This design comes from an exercise in tuning for small area on the open sky130 flow, not from production work.
The RTL was checked by simulation tests, not by an equivalence proof against the original design.

==> flow/design.v, too long to show whole: its modules and the start of the top module <==
// module c_o22ai: 3 lines
// module c_a22oi: 3 lines
// module c_a222oi: 3 lines
// module c_nand2: 3 lines
// module c_nor2: 3 lines
// module c_inv: 3 lines
// module c_xor2: 3 lines
// module c_xnor2: 3 lines
// module c_fa: 4 lines
// module c_ha: 4 lines
// module leading_zero_cnt: 38 lines
// module fp32_converter: 31 lines
// module norm_shift: 177 lines
// module ge9: 17 lines
// module max9n: 12 lines
// module shift_dist: 17 lines
// module exp_max: 37 lines
// module csa_tree: 297 lines
// module popcount7: 13 lines
// module cpa51: 29 lines
// module align: 281 lines
// module fp_adder_tree: 72 lines
module fp_adder_tree #(
    parameter int unsigned N = 8
) (
    input clk,
    input rst_n,
    input            in_valid,
    input [32*N-1:0] fp_in,
    output           out_valid,
    output [31:0]    out
);
  // ...
==> flow/flow/run.sh <==
#!/bin/bash
# Standard layout, with one change: the port buffers that the standard flow
# puts on every input and output are buf_1 cells instead of the default.
set -euo pipefail
export BUFFER_PORTS_ARGS="-buffer_cell sky130_fd_sc_hd__buf_1"
bash standard.sh > standard.log 2>&1
==> flow/standard.sh <==
#!/bin/bash
# synth_recipe.tcl (not shown) runs the flow's synth.tcl, then flattens the netlist and writes it again
# the make line also repeats each setting of config.mk as NAME=value (left out here)
make -C /OpenROAD-flow-scripts/flow DESIGN_CONFIG=/design/flow/config.mk WORK_HOME=/design/flow/orfs CLKGATE_MAP_FILE= SYNTH_SCRIPT=/design/flow/synth_recipe.tcl "${@:-finish}"
==> flow/config.mk <==
export PLATFORM = sky130hd
export DESIGN_NAME = fp_adder_tree
export DESIGN_NICKNAME = fp_adder_tree
export VERILOG_FILES = /design/flow/design.v
export SDC_FILE = /design/flow/constraint.sdc
export NUM_CORES = 4
export LEC_CHECK = 0
export CAP_MARGIN = 20
export CORE_MARGIN = 2
export CORE_UTILIZATION = 40
export CTS_CLUSTER_DIAMETER = 100
export CTS_CLUSTER_SIZE = 30
export SLEW_MARGIN = 20
export SYNTH_HIERARCHICAL = 1
==> flow/constraint.sdc <==
create_clock -name core_clock -period 8.5 [get_ports {clk}]
set_input_delay 1.7000 -clock core_clock [delete_from_list [all_inputs] [get_ports {clk}]]
set_output_delay 1.7000 -clock core_clock [all_outputs]
set_load 0.01 [all_outputs]
==> results.toml, run 1 <==
[status]
outcome = "timing/DRC/antenna clean"

[global_route]
busiest_layer = "met2"
grt_pass1_vias = 31100
grt_usage_pct = 28.3
met1_usage_pct = 38.3
grt_pass1_wl_um = 191000
met2_usage_pct = 44.7

[cts]
cts.clk_slew.worst_paths_ns = 0.10
post_cts_buffers = 0
h-tree-depth = 1

[critical_path]
cpMaxStageDelayCell = "a2111oi_1"
rrSetupSlack_ns = 0.60
cp-start-kind = "register"
r2r-start = "rl_r[6]$_DFF_P_"

[layout]
seq_share_pct = 16.6
register_area_um2 = 6530
multi_input_area_share_pct = 69.0
bufAreaShareNonClock_pct = 6.88
inverters = 209
clockBufferCount = 22
nFillCells = 8563
nets = 5256
final_util_pct = 46.1
fin_cells = 5653
drive_above_1_share_pct = 7.14
clock_cell_area_share_pct = 1.83
nFlopsAndLatches = 326

[floorplanning]
initial_core_util_pct = 40.3
dieArea_um2 = 88200

[drt]
ant_nets = 0
wl_per_cell_um = 23.0
dr_wl_met2_um = 58000
wl_um = 130000
drt_iter0_drc = 3256

[sta]
clock_skew_ns = 0.0433
hold_ws_ns = 0.324

[placed_design]
gp_routability_congestion = 1.02
placed_area_um2 = 38500

[synth]
yosysWarnings = 12
==> module fp32_converter, before the edit <==
module fp32_converter (
    input  [50:0] t,
    input  [7:0]  xn,
    input         allneg,
    output [31:0] fp32
);
logic        sign;
logic [49:0] nz;      
logic [49:0] a;       
logic [5:0]  lz;
logic        zero;
logic        big;
logic [7:0]  exp_out;
logic [22:0] frac;
assign sign = ~t[50];
logic [48:0] po;
always_comb begin
    po = t[48:0];
    for (int st = 1; st < 49; st = st * 2)
        for (int i = 2*st - 1; i < 49; i += 2*st) po[i] = po[i] | po[i-st];
    for (int st = 16; st >= 1; st = st / 2)
        for (int i = 3*st - 1; i < 49; i += 2*st) po[i] = po[i] | po[i-st];
    nz = {po, 1'b0};
end
assign a = t[49:0] ^ ({50{sign}} & nz);
leading_zero_cnt lzc_inst (.x(a), .lz(lz), .zero(zero));
assign big = lz[5] | (lz[4] & lz[3] & (lz[2] | (lz[1] & lz[0])));
norm_shift norm_inst (.a(a[48:0]), .lz(lz[4:0]), .big(big), .f(frac));
assign exp_out = zero ? ~xn - 8'd46 : ~xn + 8'd3 - {2'b00, lz};
assign fp32 = {allneg ? ~zero : sign, exp_out, frac};
endmodule
==> module fp_adder_tree, before the edit <==
module fp_adder_tree #(
    parameter int unsigned N = 8
) (
    input clk,
    input rst_n,
    input            in_valid,
    input [32*N-1:0] fp_in,
    output           out_valid,
    output [31:0]    out
);
logic [N-1:0][7:0]  e;
logic [N-1:0][5:0]  rl;
logic [N-1:0]       keep;
logic [7:0]         xn;
always_comb
    for (int i = 0; i < N; i++) e[i] = fp_in[32*i+23 +: 8];
logic [N-1:0]       hid;
exp_max exp_max_inst (.e(e), .xn(xn), .rl(rl), .keep(keep), .hid(hid));
logic [N-1:0][23:0] m_r;
logic [N-1:0]       s_r;
logic [N-1:0][5:0]  rl_r;
logic [N-1:0]       keep_r;
logic [7:0]         xn_r;
logic               valid_r;
always_ff @(posedge clk) begin
    for (int i = 0; i < N; i++) begin
        m_r[i]  <= {hid[i], fp_in[32*i +: 23]};
        s_r[i]  <= fp_in[32*i+31];
    end
    rl_r <= rl;
    keep_r <= keep;
    xn_r <= xn;
end
logic               allneg;
logic [N-1:0]       sp;
logic [N-1:0][47:0] u;
logic [2:0]         pc;
logic [50:0]        sum_x, sum_y, t;
assign allneg = &s_r;
assign sp     = s_r & ~{N{allneg}};
for (genvar i = 0; i < N; i++) begin : g_align
    align align_inst (.s(sp[i]), .m(m_r[i]), .rl(rl_r[i]), .keep(keep_r[i]), .u(u[i]));
end
popcount7 pc_inst (.s(sp), .pc(pc));
csa_tree  csa_inst (.u(u), .pc(pc), .x(sum_x), .y(sum_y));
cpa51     cpa_inst (.a(sum_x[49:0]), .b(sum_y[49:0]), .ci(pc[0]), .s(t));
logic [50:0] t_r;
logic [7:0]  xn_r2;
logic        allneg_r2;
logic        valid_r2;
always_ff @(posedge clk) begin
    t_r       <= t;
    xn_r2     <= xn_r;
    allneg_r2 <= allneg;
end
always_ff @(posedge clk) begin
    if (!rst_n) begin
        valid_r  <= 1'b0;
        valid_r2 <= 1'b0;
    end else begin
        valid_r  <= in_valid;
        valid_r2 <= valid_r;
    end
end
fp32_converter conv_inst (
    .t      (t_r),
    .xn     (xn_r2),
    .allneg (allneg_r2),
    .fp32   (out)
);
assign out_valid = valid_r2;
endmodule
==> inputs of run 2 (changes only) <==
--- a/flow/design.v
+++ b/flow/design.v
@@ -83,14 +83,14 @@
 logic [7:0]  exp_out;
 logic [22:0] frac;
 assign sign = ~t[50];
-logic [48:0] po;
+logic [49:0] po;
 always_comb begin
-    po = t[48:0];
-    for (int st = 1; st < 49; st = st * 2)
-        for (int i = 2*st - 1; i < 49; i += 2*st) po[i] = po[i] | po[i-st];
+    po = {t[48:0], allneg};
+    for (int st = 1; st < 50; st = st * 2)
+        for (int i = 2*st - 1; i < 50; i += 2*st) po[i] = po[i] | po[i-st];
     for (int st = 16; st >= 1; st = st / 2)
-        for (int i = 3*st - 1; i < 49; i += 2*st) po[i] = po[i] | po[i-st];
-    nz = {po, 1'b0};
+        for (int i = 3*st - 1; i < 50; i += 2*st) po[i] = po[i] | po[i-st];
+    nz = po;
 end
 assign a = t[49:0] ^ ({50{sign}} & nz);
 leading_zero_cnt lzc_inst (.x(a), .lz(lz), .zero(zero));
@@ -1018,9 +1018,9 @@
 logic [2:0]         pc;
 logic [50:0]        sum_x, sum_y, t;
 assign allneg = &s_r;
-assign sp     = s_r & ~{N{allneg}};
+assign sp     = {s_r[N-1] & ~allneg, s_r[N-2:0]};
 for (genvar i = 0; i < N; i++) begin : g_align
-    align align_inst (.s(sp[i]), .m(m_r[i]), .rl(rl_r[i]), .keep(keep_r[i]), .u(u[i]));
+    align align_inst (.s(s_r[i]), .m(m_r[i]), .rl(rl_r[i]), .keep(keep_r[i]), .u(u[i]));
 end
 popcount7 pc_inst (.s(sp), .pc(pc));
 csa_tree  csa_inst (.u(u), .pc(pc), .x(sum_x), .y(sum_y));
--- a/flow/config.mk
+++ b/flow/config.mk
@@ -10,5 +10,6 @@
 export CORE_UTILIZATION = 40
 export CTS_CLUSTER_DIAMETER = 100
 export CTS_CLUSTER_SIZE = 30
+export PLACE_DENSITY = 0.72
 export SLEW_MARGIN = 20
 export SYNTH_HIERARCHICAL = 1
==> run 2 against run 1 <==
  * Global-route usage shrank 0.48 points
  * Register-to-register slack gained 0.02 ns
  * Non-clock buffer count shrank 5
  * First-iteration DRC count grew 24%
  * Still clean on timing, DRC and antenna
  * Sequential cell count is the same
  * Final cell count shrank 0.21%
  * Highest routed layer is now met5
  * Via count grew 1.2%
  * Area after synthesis shrank 0.27%
  * Maximum frequency grew 0.39%
  * Hold slack gained 0.062 ns
==> results.toml, run 2 <==
[critical_path]
critPathKind = "input pin to register"
crit_start = "fp_in[92]"
rrSetupSlack_ns = 0.62
path_delay_family = "adder cells"
crit_path_max_fanout = 9
r2r-start = "rl_r[12]$_DFF_P_"
cp-start-kind = "input pin"
arrival_ns = 8.49
endpoint_kind = "register"
path_common_cell = "fa_1"
reg2reg_depth = 23
path_depth = 30
path_buf_inv = 5
crit_required_ns = 8.99
cpMaxStageDelayCell = "fa_1"
critPathMaxStageDelay_ns = 0.52

[sta]
clock_skew_ns = 0.0173
period_minus_slack_ns = 7.99
tns_ns = 0
slew_viol_final = 0
tightest_slew_ns = 1.12
min_period_over_period_pct = 94.0
final-setup-viol-count = 0
slew_headroom_pct = 25.1
finalHoldViolCount = 0
fmax_mhz = 125

[cts]
clkSinkCount = 326
cts.path.max_buffers = 3
clkLatencyLatePin_ns = 0.57
numCtsBuffers = 16
cts.clk_slew.worst_paths_ns = 0.10
cts_resized = 0
post_cts_buffers = 0
tritoncts = "done"
clockRootBuffer = "clkbuf_16"
hold_buffers = 0
h-tree-depth = 1

[layout]
nets = 5248
drive_above_1_share_pct = 6.98
final_cell_mix = "o22ai_1, nor2_1, xor2_1"
reg_top3 = "m_r: 192 flops, t_r: 51 flops, rl_r: 48 flops"
largest_reg_flops = 192
fin_cells = 5641
layout.cells.most_common = "o22ai_1"
final_util_pct = 45.7
postLayoutCellArea_um2 = 38900
n_antenna_cell = 0
nFillCells = 8469
syn_to_final_growth_pct = 13.5
regMostFlops = "m_r"

[worst_hold_path]
hold_path_depth = 0
worstHoldStart = "xn_r[0]$_DFF_P_"
hold_class = "register to register"

[floorplanning]
num_rows = 107
core_region_area_um2 = 85000
floorplan.die.width_um = 297
initial_core_util_pct = 40.3
die_h_um = 297
dieArea_um2 = 88000
io_pins = 292

[synth]
yosysWarnings = 12
synth.avg_cell_area_um2 = 8.58
postSynthCellCount = 3993
netlist_area_um2 = 34300
syn-num-nets = 4751

[drt]
ant_nets = 0
wl_um = 126000
wl_per_cell_um = 22.4
drt_iter0_drc = 4025
viasPerCell = 5.98
first_pass_iters = 8
via_count = 33700
remaining_drc_errors = 0

[status]
outcome = "timing/DRC/antenna clean"

[placed_design]
dp_hpwl_um = 106000
gp_routability_congestion = 1.04
io_buffers = 291
dp.cells = 5616
placed_area_um2 = 38300

[global_route]
grt_max_degree = 52
grt_pass1_vias = 31000
grt_antenna_before_repair = 1
grt-ovfl-total = 0
grt_pass1_wl_um = 185000
grt_usage_pct = 27.8

[job]
cap_violations = 0
## run 2: layout make-up
| type | instances | area (um^2) | area share, % |
|---|---|---|---|
| inverter | 210 | 788 | 2.03 |
| multi-input combinational | 3444 | 27000 | 69.4 |
| clock inverter | 7 | 77.6 | 0.200 |
| timing repair buffer | 492 | 2640 | 6.79 |
| clock buffer | 18 | 429 | 1.10 |
| tap | 1144 | 1430 | 3.68 |
| sequential | 326 | 6540 | 16.8 |
## run 2: final timing paths
path | to
worst min register to register | xn_r2[0]$_DFF_P_
worst min-delay path | xn_r2[0]$_DFF_P_
worst max register to register | t_r[49]$_DFF_P_
worst max-delay path | keep_r[1]$_DFF_P_
## run 2: through the flow
step / hold WS, ns / setup slack, ns
finish: 0.386 / 0.507
global route: 0.396 / -0.00724
CTS: 0.386 / 0.359
detailed placement: 0.339 / -0.125
global placement: 0.315 / 0.0613
floorplan: 0.310 / 0.0320
## run 2: per-layer routing
metal	vias to the layer above	global-route usage [%]	wire length, um	share of wire (%)
met3	261	4.39	10700	8.5
met4	2	14.6	7620	6.0
li1	16100	-	-	-
met5	-	0	13	0.010
met1	15800	36.6	51700	41
met2	1528	44.0	56100	44
## run 2: worst reg2reg max path, cell delays in order (launching register included)
cell and delay (ns):
dfxtp_1 0.68, inv_1 0.47, o22ai_1 0.34, o22ai_1 0.14, o22ai_1 0.32, o22ai_1 0.17, o22ai_1 0.16, nor2_1 0.07
xor2_1 0.17, fa_1 0.64, fa_1 0.49, fa_1 0.55, fa_1 0.42, ha_1 0.35, a21oi_1 0.16, o21ai_0 0.15
a2111oi_0 0.56, o21ai_0 0.25, a211oi_2 0.36, or4b_4 0.22, a211oi_2 0.07, or3_2 0.48, fa_1 0.38, xor2_1 0.16
==> inputs of run 3 (changes only) <==
--- a/flow/config.mk
+++ b/flow/config.mk
@@ -10,6 +10,5 @@
 export CORE_UTILIZATION = 40
 export CTS_CLUSTER_DIAMETER = 100
 export CTS_CLUSTER_SIZE = 30
-export PLACE_DENSITY = 0.72
 export SLEW_MARGIN = 20
 export SYNTH_HIERARCHICAL = 1
==> run 3 against run 2 <==
  * Sequential share of layout area is essentially flat
  * Hold slack lost 0.044 ns
  * Clock-buffer cell count is the same
  * Area after synthesis is the same
  * Critical path type unchanged
==> results.toml, run 3 <==
[sta]
clock_skew_ns = 0.0284
finalHoldViolCount = 0
fmax_mhz = 125
min_period_over_period_pct = 94.1
slew_headroom_pct = 29.5
layout_setup_ws_ns = 0.505
final-setup-viol-count = 0
tightest_slew_ns = 1.06
grt_setup_unrepaired = "no"
period_minus_slack_ns = 8.00
slew_viol_final = 0

[layout]
fin_cells = 5646
layout.cells.most_common = "o22ai_1"
final_cell_mix = "o22ai_1, nor2_1, xor2_1"
register_area_um2 = 6540
largest_reg_flops = 192
final_util_pct = 45.8
multi_input_area_um2 = 26900
syn_to_final_growth_pct = 13.7
regMostFlops = "m_r"
reg_top3 = "m_r: 192 flops, t_r: 51 flops, rl_r: 48 flops"
nFillCells = 8611
drive_above_1_share_pct = 7.00
nets = 5253

[synth]
syn-num-nets = 4751
postSynthCellCount = 3993
yosysWarnings = 12
netlist_area_um2 = 34300
synth.avg_cell_area_um2 = 8.58

[drt]
dr_wl_met3_um = 10200
first_pass_iters = 6
wl_per_cell_um = 22.6
met1_length_um = 54300
dr_wl_met2_um = 56100
drt_iter0_drc = 3401
viasPerCell = 5.94
highest_layer = "met4"
wl_um = 128000
remaining_drc_errors = 0
ant_nets = 0
via_count = 33600

[global_route]
grt_max_degree = 49
grt_usage_pct = 28.2
grt_antenna_before_repair = 3
grt_pass1_vias = 30800
grt-ovfl-total = 0
grt_pass1_wl_um = 186000

[critical_path]
arrival_ns = 8.52
crit_path_max_fanout = 9
cp-start-kind = "input pin"
crit_required_ns = 9.03
cpMaxStageDelayCell = "fa_1"
critPathKind = "input pin to register"
path_common_cell = "fa_1"
critPathMaxStageDelay_ns = 0.52
endpoint_kind = "register"

[cts]
numCtsBuffers = 17
clkLatencyLatePin_ns = 0.59
cts.path.max_buffers = 3
hold_buffers = 0
clkSinkCount = 326
post_cts_buffers = 0
clockRootBuffer = "clkbuf_16"
tritoncts = "done"
cts.clk_slew.worst_paths_ns = 0.10
h-tree-depth = 1

[job]
cap_violations = 0

[floorplanning]
dieArea_um2 = 88000
initial_core_util_pct = 40.3
num_rows = 107
floorplan.die.width_um = 297
core_region_area_um2 = 85000
io_pins = 292
die_h_um = 297

[placed_design]
dp.cells = 5618
pre_cts_ws_ns = -0.0575
io_buffers = 291
dp_hpwl_um = 108000
gp_routability_congestion = 1.07

[status]
outcome = "timing/DRC/antenna clean"

[worst_hold_path]
hold_class = "register to register"
[run 3: cell type report]
cell class                      instances  share of cell area [%]
Antenna cell                            1                 0.00643
Clock buffer                           18                    1.13
Clock inverter                          7                   0.315
Inverter                              210                    2.03
Multi-Input combinational cell       3444                    69.2
Sequential cell                       326                    16.8
Tap cell                             1144                    3.68
Timing Repair Buffer                  495                    6.82
Timing Repair inverter                  1                  0.0193
[run 3: worst max-delay path, delay by kind of cell]
family | cells | cell delay (ns)
compound gates | 13 | 2.23
buf+inv | 6 | 0.86
fa+ha+maj | 9 | 3.18
simple gates | 3 | 0.54
[run 3: final timing paths]
kind / startpoint / cells past startpoint / slack (ns) / endpoint
hold / removal: xn_r[2]$_DFF_P_ / 0 / 0.34 / xn_r2[2]$_DFF_P_
setup reg to reg: rl_r[6]$_DFF_P_ / 24 / 0.71 / t_r[49]$_DFF_P_
setup / recovery: fp_in[123] / 31 / 0.50 / keep_r[2]$_DFF_P_
hold reg to reg: xn_r[2]$_DFF_P_ / 0 / 0.34 / xn_r2[2]$_DFF_P_
[run 3: timing repair]
action                                 CTS  global route
gates resized for setup                  0             3
endpoints found under the hold margin    0             0
setup endpoints to repair                0            24
[run 3: stage by stage]
stage	hold slack [ns]	setup TNS, ns	cell area (um^2)
after global routing	0.359	0	38900
after CTS	0.343	0	38900
final	0.341	0	38900
after detailed placement	0.318	-0.207	38300
after floorplan	0.310	0	34300
after global placement	0.319	0	38300
[run 3: routing by layer]
layer / vias to the layer above / GRT usage [%]
li1: 16100 / -
met1: 15900 / 38.1
met2: 1345 / 43.8
met3: 203 / 4.51
met4: 0 / 14.0
met5: - / 0

-- afterwards: timing with drivers on the ports --
No port has a modelled driver above. Below, the same layouts with a new extraction and two added sets of constraints. Step 1 (the two cells are an assumption about what drives the block):
set clk [get_ports {clk}]
set_driving_cell -lib_cell sky130_fd_sc_hd__clkbuf_16 $clk
set_driving_cell -lib_cell sky130_fd_sc_hd__buf_2 [delete_from_list [all_inputs] $clk]
Step 2 also shifts input and output timing later by t, the mid clock arrival at the registers, as if the neighbouring blocks saw the same clock. Slacks: ideal ports / drivers / drivers and shift; pairs: ideal ports / drivers.
run	shift t [ns]	slack for setup (ns)	worst setup path after step 2	clock arrival spread, ns	slew at the worst register clock pin (ns)
run 1	0.632	0.476 / 0.411 / -0.042	input to register	0.046 / 0.046	0.11 / 0.11
run 2	0.629	0.507 / 0.514 / -0.082	input to register	0.022 / 0.022	0.11 / 0.11
run 3	0.646	0.505 / 0.507 / -0.094	input to register	0.032 / 0.032	0.11 / 0.11
Met with ideal ports but missed after step 2: setup timing in every run listed. The setup slack of run 3, which loses most, moves by +0.002 ns with the drivers and by -0.599 ns with both steps.
